This is an optimization exercise on Yosys and OpenROAD, whose aim is small area, not a production implementation. Only simulation tests tie the RTL to the original design; equivalence was not proved.

==> trial 52: inputs <==
// t1c_riscv_cpu
module t1c_riscv_cpu(
    input clk,
    input rst,
    output [31:0] imem_addr,
    input  [31:0] imem_rdata,
    output [31:0] dmem_addr,
    output [31:0] dmem_wdata,
    output [3:0]  dmem_wstrb,
    output        dmem_re,
    input  [31:0] dmem_rdata,
    output        wb_we,
    output [4:0]  wb_rd,
    output [31:0] wb_data
);
==> module sel_or, before the edit <==
module sel_or #(parameter N = 2) (
    input  [N*32-1:0] d,
    input  [N-1:0]    sel,
    output [31:0]     y
);
    localparam G3 = N / 3;
    localparam R  = N - 3 * G3;
    localparam G  = G3 + R;
    localparam H  = (G + 3) / 4;        
    localparam L2 = (H + 2) / 3;        
    genvar i, k;
    generate
        for (i = 0; i < 32; i = i + 1) begin : gb
            wire [G-1:0] lo;
            for (k = 0; k < G; k = k + 1) begin : ga
                localparam W = (k < G3) ? 3 : 1;
                localparam B = (k < G3) ? 3 * k : 3 * G3 + (k - G3);
                wire [W-1:0] dd, ss;
                genvar j;
                for (j = 0; j < W; j = j + 1) begin : gj
                    assign dd[j] = d[(B+j)*32 + i];
                    assign ss[j] = sel[B+j];
                end
                aoi_n #(.W(W)) u (.a(dd), .b(ss), .y(lo[k]));
            end
            if (H == 1) begin : h1
                nand_n #(.W(G)) u (.a(lo), .y(y[i]));
            end else begin : hn
                wire [H-1:0] hi;
                for (k = 0; k < H; k = k + 1) begin : gn
                    localparam W = (4 * k + 4 <= G) ? 4 : G - 4 * k;
                    nand_n #(.W(W)) u (.a(lo[4*k +: W]), .y(hi[k]));
                end
                if (H <= 4) begin : h4
                    or_n #(.W(H)) u (.a(hi), .y(y[i]));
                end else begin : h9
                    wire [L2-1:0] l2;
                    for (k = 0; k < L2; k = k + 1) begin : gr
                        localparam W = (3 * k + 3 <= H) ? 3 : H - 3 * k;
                        nor_n #(.W(W)) u (.a(hi[3*k +: W]), .y(l2[k]));
                    end
                    nand_n #(.W(L2)) u (.a(l2), .y(y[i]));
                end
            end
        end
    endgenerate
endmodule
==> module nor_n, before the edit <==
module nor_n #(parameter W = 4) (
    input  [W-1:0] a,
    output         y
);
    assign y = ~|a;
endmodule
==> module mux2w, before the edit <==
module mux2w #(parameter W = 32) (
    input  [W-1:0] a, b,
    input          s,
    output [W-1:0] y
);
    assign y = s ? b : a;
endmodule
==> flow/config.mk <==
export PLATFORM = sky130hd
export DESIGN_NAME = t1c_riscv_cpu
export DESIGN_NICKNAME = t1c_riscv_cpu
export VERILOG_FILES = /design/flow/design.v
export SDC_FILE = /design/flow/constraint.sdc
export NUM_CORES = 4
export LEC_CHECK = 0
export CAP_MARGIN = 20
export CORE_MARGIN = 2
export CORE_UTILIZATION = 45
export CTS_BUF_LIST = sky130_fd_sc_hd__clkbuf_16
export CTS_CLUSTER_DIAMETER = 100
export CTS_CLUSTER_SIZE = 20
export SLEW_MARGIN = 20
export SYNTH_HIERARCHICAL = 1
==> flow/constraint.sdc <==
create_clock -name core_clock -period 10.0 [get_ports {clk}]
set_input_delay 2.0000 -clock core_clock [delete_from_list [all_inputs] [get_ports {clk}]]
set_output_delay 2.0000 -clock core_clock [all_outputs]
set_load 0.01 [all_outputs]
run.sh (not shown) runs the stock make flow with config.mk's settings and CLKGATE_MAP_FILE= SYNTH_SCRIPT=/design/flow/synth_recipe.tcl, a recipe that flattens the netlist after the stock synthesis.
==> trial 94 (differences from trial 52) <==
--- a/flow/design.v
+++ b/flow/design.v
@@ -323,7 +323,6 @@
     localparam R  = N - 3 * G3;
     localparam G  = G3 + R;
     localparam H  = (G + 3) / 4;        
-    localparam L2 = (H + 2) / 3;        
     genvar i, k;
     generate
         for (i = 0; i < 32; i = i + 1) begin : gb
@@ -349,13 +348,15 @@
                 end
                 if (H <= 4) begin : h4
                     or_n #(.W(H)) u (.a(hi), .y(y[i]));
-                end else begin : h9
-                    wire [L2-1:0] l2;
-                    for (k = 0; k < L2; k = k + 1) begin : gr
-                        localparam W = (3 * k + 3 <= H) ? 3 : H - 3 * k;
-                        nor_n #(.W(W)) u (.a(hi[3*k +: W]), .y(l2[k]));
+                end else begin : h8
+                    wire [1:0] h2;
+                    or_n #(.W(4)) u0 (.a(hi[3:0]), .y(h2[0]));
+                    if (H == 5) begin : h5
+                        assign h2[1] = hi[4];
+                    end else begin : h6
+                        or_n #(.W(H-4)) u1 (.a(hi[H-1:4]), .y(h2[1]));
                     end
-                    nand_n #(.W(L2)) u (.a(l2), .y(y[i]));
+                    or_n #(.W(2)) u (.a(h2), .y(y[i]));
                 end
             end
         end
@@ -373,25 +374,12 @@
 );
     assign y = ~&a;
 endmodule
-module nor_n #(parameter W = 4) (
-    input  [W-1:0] a,
-    output         y
-);
-    assign y = ~|a;
-endmodule
 module or_n #(parameter W = 4) (
     input  [W-1:0] a,
     output         y
 );
     assign y = |a;
 endmodule
-module mux2w #(parameter W = 32) (
-    input  [W-1:0] a, b,
-    input          s,
-    output [W-1:0] y
-);
-    assign y = s ? b : a;
-endmodule
 module mux2iw #(parameter W = 32) (
     input  [W-1:0] a, b,
     input          s,
==> flow/flow/run.sh (new file) <==
#!/bin/bash
# The standard layout (standard.sh) with two changes:
#  - the buffers placed on the input and output ports are the smallest
#    buffer, sky130_fd_sc_hd__buf_1, rather than clkdlybuf4s50_1;
#  - clock tree synthesis inserts no dummy loads, with leaf clusters of up
#    to 20 sinks within 100 um, built from clkbuf_16.
# make's full output goes to flow.log here; each ORFS step keeps its own log
# under orfs/logs.
set -euo pipefail
bash standard.sh \
  "BUFFER_PORTS_ARGS=-buffer_cell sky130_fd_sc_hd__buf_1" \
  "CTS_ARGS=-sink_clustering_enable -repair_clock_nets -sink_clustering_size 20 -sink_clustering_max_diameter 100 -buf_list sky130_fd_sc_hd__clkbuf_16 -dont_use_dummy_load" \
  finish > flow.log 2>&1
==> flow/standard.sh (new file) <==
#!/bin/bash
# synth_recipe.tcl (not shown) runs the flow's synth.tcl, then flattens the netlist and writes it again
# the make line also repeats each setting of config.mk as NAME=value (left out here)
make -C /OpenROAD-flow-scripts/flow DESIGN_CONFIG=/design/flow/config.mk WORK_HOME=/design/flow/orfs CLKGATE_MAP_FILE= SYNTH_SCRIPT=/design/flow/synth_recipe.tcl "${@:-finish}"
--- a/flow/config.mk
+++ b/flow/config.mk
@@ -7,9 +7,6 @@
 export LEC_CHECK = 0
 export CAP_MARGIN = 20
 export CORE_MARGIN = 2
-export CORE_UTILIZATION = 45
-export CTS_BUF_LIST = sky130_fd_sc_hd__clkbuf_16
-export CTS_CLUSTER_DIAMETER = 100
-export CTS_CLUSTER_SIZE = 20
+export CORE_UTILIZATION = 40
 export SLEW_MARGIN = 20
 export SYNTH_HIERARCHICAL = 1
removed: flow/run.sh
==> summary of the runs <==
Trial 94 completed with no timing, DRC or antenna violations. Trial 52 produced a clean layout.
Non-clock buffer count is the same in trial 52 and trial 94.
Of trial 94 and trial 52, trial 52 has the higher final area (gap 1.5%, measured against trial 52).
Between trial 52 and trial 94, the lower synthesized cell count is in trial 94 (gap 0.45%, measured against trial 94).
Of trial 52 and trial 94, trial 52 has the higher core utilization (gap 6.0 points).

afterwards: timing with drivers on the ports:
In the flow no input, the clock included, has a driving cell. The finished layouts below were timed again as built, in two steps.
Step 1 (the two cells are an assumption about what drives the block):
set clk [get_ports {clk}]
set_driving_cell -lib_cell sky130_fd_sc_hd__clkbuf_16 $clk
set_driving_cell -lib_cell sky130_fd_sc_hd__buf_2 [delete_from_list [all_inputs] $clk]
Step 2 times the ports against the registers' clock, not the clock port: input delays grow and output delays shrink by t, the midpoint of the rising clock arrivals with the driver on.
a / b / c = no drivers / after step 1 / after step 2; a / b = the first two.
| run | shift t [ns] | slack for setup (ns) | worst setup path after step 2 | worst slew at a driven data input, ns | cell pins on the clock port's net |
|---|---|---|---|---|---|
| trial 52 | 0.893 | 0.317 / 0.317 / 0.317 | register to register | 0.06 | 1 |
| trial 94 | 0.886 | 0.382 / 0.382 / 0.382 | register to register | 0.18 | 1 |
After both steps every run listed still meets setup and hold.
